This is an optimization exercise on Yosys and OpenROAD, whose aim is small area, not a production implementation. The RTL was checked by simulation tests, not by an equivalence proof against the original design. Power is estimated from default activity; no workload was simulated.

### flow/constraint.sdc
create_clock -name core_clock -period 10.0 [get_ports {clk}]
set_input_delay 2.0000 -clock core_clock [delete_from_list [all_inputs] [get_ports {clk}]]
set_output_delay 2.0000 -clock core_clock [all_outputs]
set_load 0.01 [all_outputs]
### flow/run.sh
#!/bin/bash
# synth_recipe.tcl (not shown) runs the flow's synth.tcl, then flattens the netlist and writes it again
# the make line also repeats each setting of config.mk as NAME=value (left out here)
make -C /OpenROAD-flow-scripts/flow DESIGN_CONFIG=/design/flow/config.mk WORK_HOME=/design/flow/orfs CLKGATE_MAP_FILE= SYNTH_SCRIPT=/design/flow/synth_recipe.tcl finish
### flow/config.mk
export PLATFORM = sky130hd
export DESIGN_NAME = FSM
export DESIGN_NICKNAME = FSM
export VERILOG_FILES = /design/flow/design.v
export SDC_FILE = /design/flow/constraint.sdc
export NUM_CORES = 4
export LEC_CHECK = 0
export CAP_MARGIN = 20
export CORE_MARGIN = 2
export CORE_UTILIZATION = 40
export SLEW_MARGIN = 20
### flow/design.v
`timescale 1ns / 1ps
module ALU(
    input [2:0] opcode,
    input [7:0] in1,
    input [7:0] in2,
    output reg [7:0] result
    );
    always @(*) begin
        case(opcode)
            3'b000: result = in1 ^ in2;
            3'b001: result = in1 & in2;
            3'b010: result = in1 | in2;
            3'b011: result = in1 + in2;
            3'b100: result = in1 + ((~in2) + 8'b1);  
            default: result = 8'b0;
        endcase
    end
endmodule
`timescale 1ns / 1ps
module BCDtoSevenSeg(
    input [3:0] an,
    output reg [6:0] disp
    );
   always @ (*) begin
    case (an)
        0: disp=7'b0000001;
        1: disp=7'b1001111;
        2: disp=7'b0010010;
        3: disp=7'b0000110;
        4: disp=7'b1001100;
        5: disp=7'b0100100;
        6: disp=7'b0100000;
        7: disp=7'b0001111;
        8: disp=7'b0000000;
        9: disp=7'b0000100;
        10: disp=7'b0001000;
        11: disp=7'b1100000;
        12: disp=7'b0110001;
        13: disp=7'b1000010;
        14: disp=7'b0110000;
        15: disp=7'b0111000;
    endcase
    end
endmodule
`timescale 1ns / 1ps
module DFF(
    input clk,
    input rst,
    input en,
    input D,
    output reg Q
    );
    always @ (posedge clk) begin
        if (rst)
            Q <= 1'b0;
        else if (en)
            Q <= D;
    end
endmodule
`timescale 1ns / 1ps
module DebounceCLK(
    input clkin,
    input rst,
    output reg clkout,
    output rise
    );
    reg [26:0]counter;
    assign rise = (counter == 2_500 - 1) & ~clkout;
    always @(posedge clkin) begin
        if(rst) begin
            counter <= 0;
            clkout <= 1'b0;
        end else if(counter == 2_500 - 1) begin
            counter <= 0;
            clkout <= ~clkout;
        end else
            counter <= counter + 1;
    end
endmodule
`timescale 1ns / 1ps
module Debouncer(
    input clk,
    input rst,
    input pushbutton_in,
    output pushbutton_out
    );
    wire slow_clk, slow_clk_en;
    wire Q1,Q2,Q2_bar;
    DebounceCLK u1(clk,rst,slow_clk,slow_clk_en);
    DFF d0(clk,rst,slow_clk_en,pushbutton_in,Q1);
    DFF d1(clk,rst,slow_clk_en,Q1,Q2);
    assign Q2_bar = ~Q2;
    assign pushbutton_out = Q1 & Q2_bar;
endmodule
`timescale 1ns / 1ps
module DisplayCLK(
    input clkin,
    input rst,
    output reg clkout
    );
    reg [20:0] counter;
    always @(posedge clkin) begin
        if(rst) begin
            counter <= 0;
            clkout <= 0;
        end else if(counter != 500 - 1) begin
            counter <= counter + 1;  
            clkout <= 0;  
        end else begin
            counter <= 0;  
            clkout <= 1;  
        end
    end 
endmodule
`timescale 1ns / 1ps
module DisplayTop(
    input clk,
    input rst,
    input [15:0] display_value,
    output [3:0] an,
    output [6:0] seg
    );
    wire clkout;
    wire [3:0] mux_out;
    wire [1:0] counter_out;
    Four_to_One_MUX a2 (display_value[3:0], display_value[7:4], display_value[11:8], display_value[15:12], counter_out, mux_out);
    DisplayCLK a3 (clk, rst, clkout);
    Two_bit_counter a4 (clk, rst, clkout, counter_out);
    Two_Four_Decoder a5 (counter_out, an);
    BCDtoSevenSeg a6 (mux_out, seg);
endmodule
`timescale 1ns / 1ps
module Four_to_One_MUX(
    input [3:0] A,
    input [3:0] B,
    input [3:0] C,
    input [3:0] D,
    input [1:0] selector,
    output [3:0] mux_out
    );
    assign mux_out = (selector == 0) ? A:
                      (selector == 1) ? B: 
                      (selector == 2) ? C:D;
endmodule
`timescale 1ns / 1ps
module Two_Four_Decoder(
    input [1:0] enable,
    output reg [3:0] an
    );
    always @(enable) begin
        case (enable)
            0: an = 4'b1110;
            1: an = 4'b1101;
            2: an = 4'b1011;
            3: an = 4'b0111; 
        endcase
    end
endmodule
`timescale 1ns / 1ps
module Two_bit_counter(
    input clk,
    input rst,
    input en,
    output [1:0] out
    );
    reg [1:0] temp;
    always @ (posedge clk) begin
        if (rst)
            temp <= 2'b00;
        else if (en)
            temp <= temp + 1;
    end
    assign out = temp;
endmodule
`timescale 1ns / 1ps
module FSM(
    input clk,
    input rst,
    input btnL,
    input btnR,
    input [7:0] sw,
    output [3:0] an,
    output [6:0] seg,
    output reg [3:0] led
    );
    parameter INONE = 2'b00;
    parameter INTWO = 2'b01;
    parameter OPERATION = 2'b10;
    parameter RESULT = 2'b11;
    reg [1:0] current_state;
    reg [1:0] next_state;
    reg [7:0] operand_one;
    reg [7:0] operand_two;
    reg [2:0] alu_op;
    wire [7:0] alu_result;
    ALU a0 (alu_op, operand_one, operand_two, alu_result);
    wire btnL_d;
    wire btnR_d;
    Debouncer c0 (clk, rst, btnL, btnL_d);
    Debouncer c1 (clk, rst, btnR, btnR_d);
    reg btnR_d_prev;
    always @(posedge clk) begin
        if(rst)
            btnR_d_prev <= 1'b0;
        else
            btnR_d_prev <= btnR_d;
    end
    wire btnR_rising_edge = btnR_d & ~btnR_d_prev;
    wire [15:0] display_val = (current_state != RESULT) ? {operand_two, operand_one}: {8'b0, alu_result};
    DisplayTop d0 (clk, rst, display_val, an, seg);
    always @(posedge clk) begin
        if(rst) begin
            current_state <= INONE;
        end else if(btnL_d) begin
            current_state <= INONE;
        end else
            current_state <= next_state;
    end
    always @(*) begin
        case (current_state)
            INONE: begin   
                    if(btnR_rising_edge)
                        next_state = INTWO;
                    else
                        next_state = INONE;
                    end
            INTWO:begin   
                    if(btnR_rising_edge)
                        next_state = OPERATION;
                     else
                        next_state = INTWO;
                  end
            OPERATION:begin   
                    if(btnR_rising_edge)
                        next_state = RESULT;
                    else
                        next_state = OPERATION;
                  end
            RESULT: begin  
                    if(btnL_d)
                        next_state = INONE;
                    else
                        next_state = RESULT;
                    end
            default: next_state = INONE;
        endcase
    end
    always @(posedge clk) begin
        if(rst) begin
            operand_one <= 0;
            operand_two <= 0;
            alu_op <= 0;
        end
        else if(current_state == INONE && next_state == INTWO) begin
            operand_one <= sw;
        end 
        else if(current_state == INTWO && next_state == OPERATION) begin
            operand_two <= sw;
        end
        else if(current_state == OPERATION && next_state == RESULT) begin
            alu_op <= sw[2:0];  
        end
        else if(current_state == RESULT && next_state == INONE) begin
            operand_one <= 0;
            operand_two <= 0;
            alu_op <= 0;
        end
    end
    always @(*) begin
        case(current_state)
            INONE:
                led = 4'b1;
            INTWO:
                led = 4'b10;
            OPERATION:
                led = 4'b100;
            RESULT:
                led = 4'b1000;
        endcase
    end
endmodule
==> results of run 1 <==
kinds of logic after synthesis:
kind of cell / share of synthesized area [%]
xor+xnor: 9.77
mux: 3.32
flops: 34.3
simple gates: 27.6
buf+inv: 4.51
compound gates: 11.5
fa+ha+maj: 8.94
routing by layer:
layer	vias to the layer above	wire, um	share of wire [%]
met3	17	528	3.8
met4	0	221	1.6
li1	2652	-	-
met5	-	0	0
met2	92	6760	48
met1	2470	6570	47
layout make-up:
type                    count  area, um2
fillers                  1474       8290
multi-input cells         587       3780
flip-flops and latches    106       2120
repair buffers             28        275
well taps                 188        235
clock buffers               9        225
inverters                  40        150
clock inverters             7       67.6
sequential cells by signal (all words and copies together), names as in the netlist, 2 cells and up:
name and count:
current_state 2, operand_two 8, d0.a4.temp 2, c1.u1.counter 27
alu_op 3, c0.u1.counter 27, operand_one 8, d0.a3.counter 21
report_power, final:
part	internal (uW)	switching (uW)	total [uW]
Clock	194	155	349
Combinational	8.04	11.2	19.3
Sequential	425	3.02	428
Total	627	170	796
worst max-delay path, cell delays in order, from the launching register on:
cell	delay, ns
dfxtp_1	0.41
ha_1	0.21
inv_1	0.06
fa_1	0.40
and2b_2	0.21
o31ai_1	0.44
mux2i_1	0.25
nor2_1	0.06
o311a_1	0.32
nor2_1	0.31
inv_1	0.15
ha_1	0.30
mux2i_1	0.19
mux2i_1	0.11
clkdlybuf4s50_1	0.49
per-stage QoR:
stage                     total power, uW  setup WS [ns]  utilization [%]
final                                 796           3.74             45.3
after floorplan                       449           4.99                -
after global placement                457           4.31             43.3
after CTS                             808           3.75             45.3
after global routing                  829           3.48             45.3
after detailed placement              457           4.14             43.3
Yosys cell counts, types with 3 or more instances:
cell type / number
nor3_1: 16
nor4_1: 18
nor2b_1: 10
a21oi_1: 42
nor2_1: 107
inv_1: 40
o22ai_1: 3
o21ai_0: 20
o21a_1: 3
ha_1: 41
xor2_1: 47
clkbuf_1: 18
nor3b_1: 3
or3_1: 11
nand2b_1: 6
xnor2_1: 22
dfxtp_1: 106
o211ai_1: 8
buf_6: 3
mux2i_1: 16
or2_2: 8
and3_1: 7
and2_1: 4
buf_2: 4
nand2_1: 66
and4_1: 8
o21bai_1: 3
nand3_1: 58
nand4_1: 17
final timing paths:
| kind | start | end | slack (ns) | cells past startpoint |
|---|---|---|---|---|
| worst min-delay path | c0.u1.counter[0] | c0.u1.counter[0] | 0.44 | 1 |
| worst min register to register | c0.u1.counter[0] | c0.u1.counter[0] | 0.44 | 1 |
| worst max register to register | d0.a3.counter[0] | d0.a3.counter[2] | 7.74 | 6 |
| worst max-delay path | operand_two[0] | seg[3] | 3.74 | 14 |
==> results.yml, run 1 <==
yosys:
  synthDistinctLibCells: 63
  synthTopCellsByArea: "dfxtp_1 (34%), ha_1 (8.3%), xor2_1 (6.7%)"
  syn_area_um2: 6180
  synth.avg_cell_area_um2: 8.15
  yosysTopAreaCell: "dfxtp_1"
  seq_area_frac_synth_pct: 34.3
  synth_seq_cells: 106
  synth_cells: 759
  ys_async_sr_fraction_pct: 0
  yosys_warnings: 8
  ys.flop_type: "dfxtp_1"
  synth_edf_count: 0
  synth_top_area_share_pct: 34.3
  syn_nets: 814
grt:
  use_met3_pct: 3.04
  top_usage_layer: "met2"
  first_global_vias: 4986
  grt_usage_pct: 17.6
  grt_max_degree: 35
  met1_usage_pct: 22.8
  antenna_found_initial: 0
  grt_pass1_wl_um: 23500
  use_met2_pct: 29.7
  grt_overflow: 0
timing:
  grt_setup_unrepaired: "false"
  slew_headroom_pct: 54.2
  hold_viol: 0
  clock.fmax_ghz: 0.160
  timing.final.crit_share_pct: 62.6
  tns_ns: 0
  clock-skew-final_ns: 0.00800
  worst_pin_slew_ns: 0.686
  maxSlewViolCount: 0
  layout_min_cycle_time_ns: 6.26
  holdWs_ns: 0.444
  finalSetupViolCount: 0
worst_setup_path:
  crit_required_ns: 8.00
  endpoint_kind: "output port"
  arrival_ns: 4.26
  cp-start-kind: "register"
  path_class: "reg -> out"
  path_max_fanout: 5
clock_network:
  cts-htree-levels: 3
  cts_root_buf: "clkbuf_16"
  cts_max_path_buffers: 2
  cts_sinks: 106
  hold_buffers: 0
  post_cts_buffers: 0
  cts_tree: "yes"
  cts_resized: 0
  cts_made_buffers: 9
  clk_latency_ns: 0.35
  path_clk_slew_ns: 0.07
routing:
  drt_first_pass_iters: 6
  post_drt_wl_per_cell_um: 14.6
  vias_per_cell: 5.42
  drcViolationCount: 0
  finalWirelength_um: 14100
  initialDrtViolationCount: 317
  num_vias: 5231
  final_antenna_net_count: 0
run_status:
  run_status: "no timing/DRC/antenna violations"
place:
  placedCellCount: 949
  place_congestion: 0.946
  io_buffers: 26
  place_hpwl_um: 10300
  post_dp_cell_area_um2: 6570
job:
  drv_cap: 0
hold_path:
  hold_path_class: "reg -> reg"
layout:
  antenna_cells: 0
  area_delta_synth_final_pct: 10.9
  drive_gt1_share_pct: 5.28
  design_area_um2: 6860
  stdcell_count: 965
  layout.nets: 827
  mostFrequentLayoutCells: "nor2_1 (107), dfxtp_1 (106), nand2_1 (66)"
  layout_commonest_cell: "nor2_1"
floorplan:
  start_util_pct: 40.8
  dieWidth_um: 128
  die-area_um2: 16500
  ios: 27
  dieHeight_um: 128
  design.core.area_um2: 15100
  rows: 45
power_and_ir_drop:
  leakage_uw: 0.00244
  ir_worst_vdd_uv: 131
  powerDensity_nw_per_um2: 116
==> run 2, diff against run 1 <==
==> flow/design.v (replaced) <==
`timescale 1ns / 1ps
module FSM(
    input clk,
    input rst,
    input btnL,
    input btnR,
    input [7:0] sw,
    output [3:0] an,
    output reg [6:0] seg,
    output reg [3:0] led
    );
    reg [8:0] d;
    reg [2:0] q5;
    reg [1:0] dig;
    wire wrap = (d == 9'd499);
    wire rise = (d == 9'd498) & (q5 == 3'd4) & ~dig[0];
    always @(posedge clk) begin
        if (rst) begin
            d   <= 9'h1ff;
            q5  <= 3'd0;
            dig <= 2'd0;
        end else begin
            d <= wrap ? 9'd0 : d + 9'd1;
            if (wrap) begin
                q5  <= (q5 == 3'd4) ? 3'd0 : q5 + 3'd1;
                dig <= dig + 2'd1;
            end
        end
    end
    reg q1l, dl, q1r, pr;
    always @(posedge clk) begin
        if (rst) begin
            q1l <= 1'b0;
            dl  <= 1'b0;
            q1r <= 1'b0;
        end else if (rise) begin
            q1l <= btnL;
            dl  <= btnL & ~q1l;
            q1r <= btnR;
        end
    end
    always @(posedge clk)
        pr <= ~rst & rise & btnR & ~q1r;
    reg [1:0] s;
    reg [7:0] op1, op2;
    reg [7:0] alu;
    always @(*) begin
        case (sw[2:0])
            3'd0: alu = op1 ^ op2;
            3'd1: alu = op1 & op2;
            3'd2: alu = op1 | op2;
            3'd3: alu = op1 + op2;
            3'd4: alu = op1 - op2;
            default: alu = 8'd0;
        endcase
    end
    always @(posedge clk) begin
        if (rst) begin
            s   <= 2'd0;
            op1 <= 8'd0;
            op2 <= 8'd0;
        end else begin
            if (dl)
                s <= 2'd0;
            else if (pr && s != 2'd3)
                s <= s + 2'd1;
            case (s)
                2'd0: if (pr) op1 <= sw;
                2'd1: if (pr) op2 <= sw;
                2'd2: if (pr && !dl) begin
                          op1 <= alu;
                          op2 <= 8'd0;
                      end
                2'd3: if (dl) begin
                          op1 <= 8'd0;
                          op2 <= 8'd0;
                      end
            endcase
        end
    end
    always @(*) begin
        case (s)
            2'd0: led = 4'b0001;
            2'd1: led = 4'b0010;
            2'd2: led = 4'b0100;
            2'd3: led = 4'b1000;
        endcase
    end
    reg [3:0] nib;
    always @(*) begin
        case (dig)
            2'd0: nib = op1[3:0];
            2'd1: nib = op1[7:4];
            2'd2: nib = op2[3:0];
            2'd3: nib = op2[7:4];
        endcase
    end
    assign an = ~(4'b0001 << dig);
    always @(*) begin
        case (nib)
            4'h0: seg = 7'b0000001;
            4'h1: seg = 7'b1001111;
            4'h2: seg = 7'b0010010;
            4'h3: seg = 7'b0000110;
            4'h4: seg = 7'b1001100;
            4'h5: seg = 7'b0100100;
            4'h6: seg = 7'b0100000;
            4'h7: seg = 7'b0001111;
            4'h8: seg = 7'b0000000;
            4'h9: seg = 7'b0000100;
            4'ha: seg = 7'b0001000;
            4'hb: seg = 7'b1100000;
            4'hc: seg = 7'b0110001;
            4'hd: seg = 7'b1000010;
            4'he: seg = 7'b0110000;
            4'hf: seg = 7'b0111000;
        endcase
    end
endmodule
==> run 2 against run 1 <==
  * Die area shrank 49%
  * Worst setup slack improved by 1.2 ns
  * Count of clock-buffer cells in the layout fell by 4
  * Final cell count fell by 49%
  * Global-route usage is 0.87 points higher
  * Combinational power rose to 2.5 times the previous value
  * Critical path depth down 5
  * Via count shrank 48%
  * Clock skew shrank 0.00096 ns
  * Sequential power is 62% lower
  * Sequential cell count fell by 70
  * Critical endpoint unchanged
==> results.yml, run 2 <==
timing:
  clock.fmax_ghz: 0.199
  finalSetupViolCount: 0
  layout_min_cycle_time_ns: 5.02
  grt_setup_unrepaired: "false"
  holdWs_ns: 0.485
  worst_pin_slew_ns: 0.955
  slew_headroom_pct: 36.1
  tns_ns: 0
  timing.final.crit_share_pct: 50.2
  fin_ws_ns: 4.98
  maxSlewViolCount: 0
  clock-skew-final_ns: 0.00704
  hold_viol: 0
power_and_ir_drop:
  power.net_switching_uw: 95.5
  powerDensity_nw_per_um2: 97.6
  seq_power_share_pct: 46.8
  internal_power_uw: 248
  fin_total_pwr_uw: 343
  power.share.switching_pct: 27.8
  ir_worst_vdd_uv: 75.2
  leakage_uw: 0.00132
  p_clk_share_pct: 38.9
  pwr-share-comb_pct: 14.3
yosys:
  syn_area_um2: 3080
  synthTopCellsByArea: "dfxtp_1 (23%), ha_1 (18%), a21oi_1 (4.2%)"
  synthMostInstantiatedCell: "ha_1"
  yosysTopAreaCell: "dfxtp_1"
  seq_area_frac_synth_pct: 23.4
  synthDistinctLibCells: 56
  synth_seq_cells: 36
  ys_async_sr_fraction_pct: 0
  yosys_warnings: 1
  synth_common_cells: "ha_1 (44), dfxtp_1 (36), inv_1 (34)"
  syn_nets: 431
  synth.avg_cell_area_um2: 8.23
  synth_top_area_share_pct: 23.4
  ys.flop_type: "dfxtp_1"
  synth_cells: 374
  synth_edf_count: 0
place:
  place_congestion: 0.891
  place_hpwl_um: 5480
  post-place-ws_ns: 4.75
  io_buffers: 26
hold_path:
  min_from: "q5[2]"
  hold_path_class: "reg -> reg"
  holdPathEnd: "q5[2]"
  hold_depth: 2
worst_setup_path:
  reg2reg_slack_ns: 7.41
  path_buf_inv: 3
  cp_slowest_cell: "clkdlybuf4s50_1"
  crit_required_ns: 8.00
  cp-start-kind: "register"
  path_cells: "inv_1, ha_1, a222oi_1, mux2i_1, inv_1, ha_1, mux2i_1, a21oi_1, clkdlybuf4s50_1"
  path_max_fanout: 6
  reg2reg_from: "op2[0]"
  max_stage_delay_ns: 0.55
  reg2regPathDepth: 9
  endpoint_kind: "output port"
  path_delay_family: "buffers and inverters"
  path_class: "reg -> out"
  arrival_ns: 3.02
  reg2reg_to: "op1[5]"
clock_network:
  cts_sinks: 36
  cts-htree-levels: 2
  cts_root_buf: "clkbuf_8"
  cts_max_path_buffers: 2
  cts_made_buffers: 5
  hold_buffers: 0
  clk_latency_ns: 0.30
  cts_tree: "yes"
  cts_resized: 0
  path_clk_slew_ns: 0.08
  post_cts_buffers: 0
routing:
  vias_per_cell: 5.52
  drcViolationCount: 0
  finalWirelength_um: 7390
  final_antenna_net_count: 0
  num_vias: 2729
  initialDrtViolationCount: 212
  post_drt_wl_per_cell_um: 15.0
  drt_first_pass_iters: 5
layout:
  largest-register: "d"
  drive_gt1_share_pct: 6.58
  area_delta_synth_final_pct: 14.3
  multi_input_area_um2: 2170
  layout.nets: 451
  mostFrequentLayoutCells: "ha_1 (44), dfxtp_1 (36), inv_1 (34)"
  largest_reg_flops: 9
  top_regs: "d (9), op1 (8), op2 (8)"
  nFillCells: 740
  layout_commonest_cell: "ha_1"
  antenna_cells: 0
  seqCellArea_um2: 721
  final_util_pct: 47.7
floorplan:
  rows: 31
  dieHeight_um: 91.7
  design.core.area_um2: 7370
  ios: 27
  dieWidth_um: 91.7
  start_util_pct: 41.8
  die-area_um2: 8420
job:
  drv_cap: 0
grt:
  grt_pass1_wl_um: 12600
  grt_max_degree: 27
  grt_overflow: 0
  grt_usage_pct: 18.5
  first_global_vias: 2591
  antenna_found_initial: 0
run_status:
  run_status: "no timing/DRC/antenna violations"
-- run 2: cell types whose count changed after synthesis, moves of 6 or more --
cell / change
a21oi_1: -16
and4_1: -7
clkbuf_1: -11
dfxtp_1: -70
inv_1: -6
nand2_1: -42
nand3_1: -43
nand4_1: -17
nor2_1: -85
nor3_1: -8
nor4_1: -18
or3_1: -11
xnor2_1: -11
xor2_1: -45
-- run 2: worst max-delay path by stage --
| stage | startpoint | slack, ns | cells past startpoint | end |
|---|---|---|---|---|
| final | dig[0] | 4.98 | 9 | seg[3] |
| after CTS | dig[0] | 4.98 | 9 | seg[3] |
| after global routing | dig[0] | 4.76 | 9 | seg[3] |
| after floorplan | sw[0] | 5.81 | 9 | op1[5] |
| after detailed placement | sw[1] | 4.75 | 9 | op1[5] |
| after global placement | sw[1] | 4.83 | 9 | op1[5] |
-- run 2: layout make-up --
| cell class | instances | area share, % |
|---|---|---|
| clock buffer | 5 | 1.96 |
| clock inverter | 3 | 1.21 |
| inverter | 34 | 3.63 |
| multi-input combinational | 290 | 61.6 |
| sequential | 36 | 20.5 |
| tap | 99 | 3.52 |
| timing repair buffer | 27 | 7.61 |
-- run 2: logic make-up after synthesis --
kind of cell	after synthesis	synth area share, %
mux	16	5.32
simple gates	119	21.4
compound gates	97	21.3
flops	36	23.4
xor+xnor	13	3.70
buf+inv	48	6.42
fa+ha+maj	45	18.5
-- run 2: power by group through the flow --
| stage | logic [uW] | registers [uW] | clock network [uW] |
|---|---|---|---|
| detailed placement | 49.3 | 164 | 0 |
| global placement | 48.3 | 164 | 0 |
| floorplan | 36.5 | 162 | 0 |
| global route | 54.8 | 162 | 141 |
| finish | 49.2 | 161 | 134 |
| CTS | 49.6 | 161 | 137 |
-- run 2: worst min-delay path, cell delays in order, from the launching register on --
cell	delay (ns)
dfxtp_1	0.33
nand2_1	0.06
a21oi_1	0.05
-- run 2: metrics by stage --
stage	instance area (um2)	cells
floorplan	3080	374
global placement	3400	486
detailed placement	3400	486
CTS	3510	494
global route	3520	494
finish	3520	494
-- run 2: layer usage --
metal	GRT usage (%)	vias up	part of all wire [%]
met1	25.0	1296	48
met2	31.4	59	46
met4	4.23	0	0.85
met3	2.30	7	4.4
met5	0	-	0
li1	-	1367	-

## re-timing with driven ports
The flow's constraints put no driver on any port. The routed layouts listed below were extracted and timed again, unchanged, in two steps.
Step 1 (the two cells are an assumption about what drives the block):
set clk [get_ports {clk}]
set_driving_cell -lib_cell sky130_fd_sc_hd__clkbuf_16 $clk
set_driving_cell -lib_cell sky130_fd_sc_hd__buf_2 [delete_from_list [all_inputs] $clk]
Step 2 times the ports against the registers' clock, not the clock port: input delays grow and output delays shrink by t, the midpoint of the rising clock arrivals with the driver on.
Three values: ideal ports, drivers, drivers and shift; two values: the first two.
run | t (ns) | setup slack, ns | worst setup path at the end | clock arrival spread, ns | worst data-port slew with drivers (ns)
run 1 | 0.388 | 3.739 / 3.697 / 4.085 | register to output | 0.009 / 0.008 | 0.05
run 2 | 0.321 | 4.981 / 4.952 / 4.740 | input to register | 0.007 / 0.007 | 0.04
After both steps every run listed still meets setup and hold. The setup slack of run 2, which loses most, moves by -0.029 ns with the drivers and by -0.241 ns with both steps.
